This design comes from an exercise in tuning for small area on the open sky130 flow, not from production work.
The RTL was checked by simulation tests, not by an equivalence proof against the original design.

==> flow/design.v, too long to show whole: its modules and the start of the top module <==
// module fa: 4 lines
// module ha: 4 lines
// module filter: 9848 lines
module filter (
  input  wire               clk,
  input  wire               reset,
  input  wire signed [15:0] data_in,
  output wire signed [34:0] data_out
);
  // ...
==> flow/run.sh <==
#!/bin/bash
# synth_recipe.tcl (not shown) runs the flow's synth.tcl, then flattens the netlist and writes it again
# the make line also repeats each setting of config.mk as NAME=value (left out here)
make -C /OpenROAD-flow-scripts/flow DESIGN_CONFIG=/design/flow/config.mk WORK_HOME=/design/flow/orfs CLKGATE_MAP_FILE= SYNTH_SCRIPT=/design/flow/synth_recipe.tcl finish
==> flow/config.mk <==
export PLATFORM = sky130hd
export DESIGN_NAME = filter
export DESIGN_NICKNAME = filter
export VERILOG_FILES = /design/flow/design.v
export SDC_FILE = /design/flow/constraint.sdc
export NUM_CORES = 4
export LEC_CHECK = 0
export ABC_AREA = 1
export CAP_MARGIN = 20
export CORE_MARGIN = 2
export CORE_UTILIZATION = 50
export CTS_BUF_LIST = sky130_fd_sc_hd__clkbuf_4 sky130_fd_sc_hd__clkbuf_8
export CTS_CLUSTER_SIZE = 30
export SLEW_MARGIN = 20
export SYNTH_HIERARCHICAL = 1
export SYNTH_MINIMUM_KEEP_SIZE = 0
==> flow/constraint.sdc <==
create_clock -name core_clock -period 20.0 [get_ports {clk}]
set_input_delay 4.0000 -clock core_clock [delete_from_list [all_inputs] [get_ports {clk}]]
set_output_delay 4.0000 -clock core_clock [all_outputs]
set_load 0.01 [all_outputs]
==> qor.csv, run 1 <==
stage;metric;value;unit
global_routing;via count of the first global-routing pass;67000;
sta;Relative slew margins;0.244;
final_layout;clock buffers;433;
final_layout;most frequent cells in the layout;2785 x fa_1, 1662 x dfxtp_1, 856 x nand2_1;
sta;setup TNS;0;ns
run_status;status;timing/DRC/antenna clean;
setup_path;Critical Path Fanout Max;2;
clock_network;postcts setup bufs;0;
final_layout;bufs w/o clock;111;
setup_path;critical path class;reg2reg;
setup_path;CP Launch Type;flip-flop;
setup_path;WP data required;20.88;ns
final_layout;Multi-input comb cells;4780;
die;TAP cells;2688;
final_layout;Biggest Area Class;multi-input gates;
die;Die ar.;209000;um^2
setup_path;worst path buffer plus inverter count;5;
die;FP Rows;166;
sta;count of pins over their slew limit;0;
clock_network;cts repair resizes;0;
clock_network;total CTS buffers;300;
route;Vias;58700;
flow_run;max-capacitance violation count;0;
final_layout;Antenna Cells;8;
final_layout;clock network area share;0.0538;
min_path;WHS Endpoint;x26[8];
setup_path;Worst Setup SP;x16[0];
place;GP Congestion;1.09;
synthesis;net count after synthesis;10400;
global_routing;largest net degree at the start of global routing;216;
setup_path;most frequent CP cell;fa_1;
clock_network;clock latency on the worst-skew pair;1.17;ns
die;io pins;53;
setup_path;crit-path max cell delay;0.71;ns
route;DR WL met2;214;mm
route;DR DRC count;0;
synthesis;main combinational cell family by area after synthesis;adder cells;
global_routing;GR peak layer;met2;
==> run 2, diff against run 1 <==
--- a/flow/config.mk
+++ b/flow/config.mk
@@ -10,5 +10,3 @@
 export CORE_MARGIN = 2
-export CORE_UTILIZATION = 50
-export CTS_BUF_LIST = sky130_fd_sc_hd__clkbuf_4 sky130_fd_sc_hd__clkbuf_8
-export CTS_CLUSTER_SIZE = 30
+export CORE_UTILIZATION = 40
 export SLEW_MARGIN = 20
==> qor.csv, run 2 <==
stage;metric;value;unit;change
run_status;status;timing/DRC/antenna clean;;unchanged
clock_network;cts repair resizes;0;;unchanged
clock_network;clk slew on worst S/H paths;0.07;ns;about the same
clock_network;clock tree root buffer cell;clkbuf_16;;was clkbuf_8
setup_path;crit-path max cell delay;0.79;ns;was 0.71 ns
setup_path;worst path buffer plus inverter count;5;;unchanged
final_layout;final net count;10500;;was 10600
min_path;hold depth;1;;unchanged
global_routing;gr ovfl total;0;;unchanged
setup_path;R2R depth;45;;unchanged
route;Routed Wire Length;470;mm;was 457 mm
setup_path;CP Launch Type;flip-flop;;unchanged
route;DR DRC count;0;;unchanged
setup_path;most frequent CP cell;fa_1;;unchanged
synthesis;commonest cells in the netlist;2785 x fa_1, 1662 x dfxtp_1, 856 x nand2_1, 846 x nor2_1, 707 x inv_1;;unchanged
setup_path;critical path class;reg2reg;;unchanged
route;post-route ant nets;0;;unchanged
sta;Final Skew;0.0834;ns;was 0.137 ns
setup_path;slowest library cell on the worst path;fa_1;;unchanged
setup_path;WP data required;20.72;ns;was 20.88 ns
route;Vias;56000;;was 58700
clock_network;postcts setup bufs;0;;unchanged
final_layout;commonest non-fill, non-tap cell in the layout;fa_1;;unchanged
global_routing;initial antenna violation count;10;;was 12
global_routing;via count of the first global-routing pass;64200;;was 67000
setup_path;cell family with the largest share of critical-path delay;adder cells;;unchanged
die;Starting Density;0.403;;was 0.502
synthesis;EDFF count, synth;0;;unchanged
die;Die ar.;260000;um^2;was 209000 um^2
die;Die Wd;510;um;was 457 um
sta;final hold violation count;0;;unchanged
synthesis;main combinational cell family by area after synthesis;adder cells;;unchanged
clock_network;CTS Buffer Depth;4;;unchanged
global_routing;global-route wire length before repair;619;mm;was 607 mm
synthesis;Mapped Cells;7369;;unchanged
setup_path;Critical Path End Type;flip-flop;;unchanged
clock_network;clock latency on the worst-skew pair;0.91;ns;was 1.17 ns
min_path;Min-Delay Path Class;reg2reg;;unchanged
clock_network;CTS tree;done;;unchanged
place;Post-DP HPWL;429;mm;was 414 mm
sta;Period Utilization, post-route;0.962;;was 0.974
sta;count of pins over their slew limit;0;;unchanged
place;Place WS;0.812;ns;was 0.635 ns
sta;f_max;52.0;MHz;was 51.3 MHz
synthesis;Compound-Gate Fraction of Synth Area;0.000537;;unchanged
final_layout;# fillers;23000;;was 16800
place;GP Congestion;1.07;;was 1.09
synthesis;Async SR Flop Fraction;0;;unchanged
synthesis;net count after synthesis;10400;;unchanged
die;Die H;510;um;was 457 um
synthesis;FF+latch count, synth;1662;;unchanged
synthesis;top cells by area, synth;fa_1 54%, dfxtp_1 32%, nand2_1 3.1%;;unchanged
synthesis;Seq/Total Area, Yosys;0.325;;unchanged
final_layout;P&R area growth vs syn;10.4;%;was 8.99%
setup_path;cell depth of the worst setup path;45;;unchanged
setup_path;Critical Path Fanout Max;2;;unchanged
sta;worst hold slack;0.349;ns;was 0.341 ns
synthesis;Synth area leader;fa_1;;unchanged
synthesis;syn avg cell area;13.9;um^2;unchanged
synthesis;mux share of post-synthesis cell area;0;;unchanged
die;core area;254000;um^2;was 204000 um^2
sta;worst setup margin;0.756;ns;was 0.524 ns
place;# port buffers;52;;unchanged
clock_network;htree depth;4;;was 5
route;1st-pass router iterations;5;;unchanged
sta;Final Setup Violations;0;;unchanged
final_layout;sequential cell area;33300;um^2;unchanged
sta;Worst Tran Pin Value;1.19;ns;was 1.13 ns
clock_network;total CTS buffers;193;;was 300
die;io pins;53;;unchanged
synthesis;Top FF cell, synth;dfxtp_1;;unchanged
synthesis;warning count from the yosys run;7;;unchanged
global_routing;GRT Resource Usage Total;0.373;;was 0.454
route;drt wl/cell;42.7;um;was 43.8 um
final_layout;multi-input logic area;65400;um^2;unchanged
synthesis;Post-Synth Simple-Gate Area;0.0651;;unchanged
synthesis;Yosys top cell area share;0.544;;unchanged
route;vias per cell;5.09;;was 5.61
synthesis;adder-cell share of the synthesized area;0.570;;unchanged
final_layout;share of cells above drive strength 1;0.0521;;was 0.0753
final_layout;fin util;0.445;;was 0.547
final_layout;most frequent cells in the layout;2785 x fa_1, 1662 x dfxtp_1, 856 x nand2_1;;unchanged
sta;Tmin final;19.24;ns;was 19.48 ns
clock_network;CTS Sinks;1662;;unchanged
synthesis;Mapped Area;103000;um^2;unchanged
synthesis;top-count cell post-synth;fa_1;;unchanged
sta;RSZ-0062 raised after global routing;no;;unchanged
route;DRT iter0 DRCs;4718;;was 5855
sta;setup TNS;0;ns;unchanged
clock_network;cts hold-fix bufs;0;;unchanged
die;FP Rows;185;;was 166
sta;Relative slew margins;0.204;;was 0.244
synthesis;Cell variety after synth;24;;unchanged
synthesis;XOR/XNOR share of the synthesized area;0.00188;;unchanged
setup_path;Worst EP arrival;19.96;ns;was 20.35 ns
flow_run;max-capacitance violation count;0;;unchanged
global_routing;largest net degree at the start of global routing;194;;was 216
[run 2: worst register-to-register path, delay by kind of cell (launching register included)]
| kind | cells | cell delay, ns |
|---|---|---|
| flip-flops | 1 | 0.32 |
| adder cells (fa/ha/maj) | 39 | 18.36 |
| AND/OR/NAND/NOR | 1 | 0.04 |
| buffers and inverters | 5 | 0.38 |
[run 2: final timing paths]
check	startpoint	end	slack [ns]
max reg2reg	x16[0]	r26_0	0.76
max	x16[0]	r26_0	0.76
min reg2reg	x67[11]	x68[11]	0.35
min	x67[11]	x68[11]	0.35
[run 2: final cells by class]
| cell class | count | share of cell area |
|---|---|---|
| inverters | 708 | 0.0236 |
| clock inverters | 90 | 0.0109 |
| repair buffers | 98 | 0.00806 |
| flip-flops and latches | 1662 | 0.294 |
| multi-input cells | 4780 | 0.578 |
| diodes | 24 | 0.000531 |
| clock buffers | 259 | 0.0479 |
| well taps | 3366 | 0.0372 |
[run 2: cells by family after synthesis]
family,Yosys count
adder cells (fa/ha/maj),3002
AND/OR/NAND/NOR,1747
flip-flops,1662
buffers and inverters,927
XOR/XNOR,22
AO/OA/AOI/OAI,9
[run 2: per-layer routing]
layer	up-vias	share of wire	global-route usage
met5	-	0.000058	0
met4	4	0.11	0.317
met3	884	0.043	0.0514
met2	1958	0.50	0.625
met1	31200	0.35	0.424
li1	21900	-	-
[run 2: stage by stage]
stage / area (um^2) / instances
finish: 113000 / 11000
global route: 113000 / 11000
CTS: 113000 / 11000
detailed placement: 106000 / 10600
global placement: 106000 / 10600
floorplan: 103000 / 7369
[run 2: per-module statistics from Yosys, one instance, submodules excluded]
module | times used | cells inside
filter | 1 | 4455
ha | 133 | 1
fa | 2781 | 1

## port drivers added, routing unchanged
The flow's constraints put no driver on any port. The routed layouts listed below were extracted and timed again, unchanged, in two steps.
Step 1 sets driving cells, clkbuf_16 on the clock port and buf_2 on the other inputs (assumed; they add their load-dependent delay and slew).
Step 2 times the ports against the registers' clock, not the clock port: input delays grow and output delays shrink by t, the midpoint of the rising clock arrivals with the driver on.
a / b / c = ideal ports / drivers / drivers and shift; a / b = the first two.
run | shift t [ns] | setup slack, ns | clock arrival spread, ns | worst register clock-pin slew, ns
run 1 | 1.181 | 0.524 / 0.524 / 0.524 | 0.151 / 0.152 | 0.08 / 0.08
run 2 | 0.978 | 0.756 / 0.756 / 0.756 | 0.086 / 0.085 | 0.08 / 0.08
After both steps every run listed still meets setup and hold.
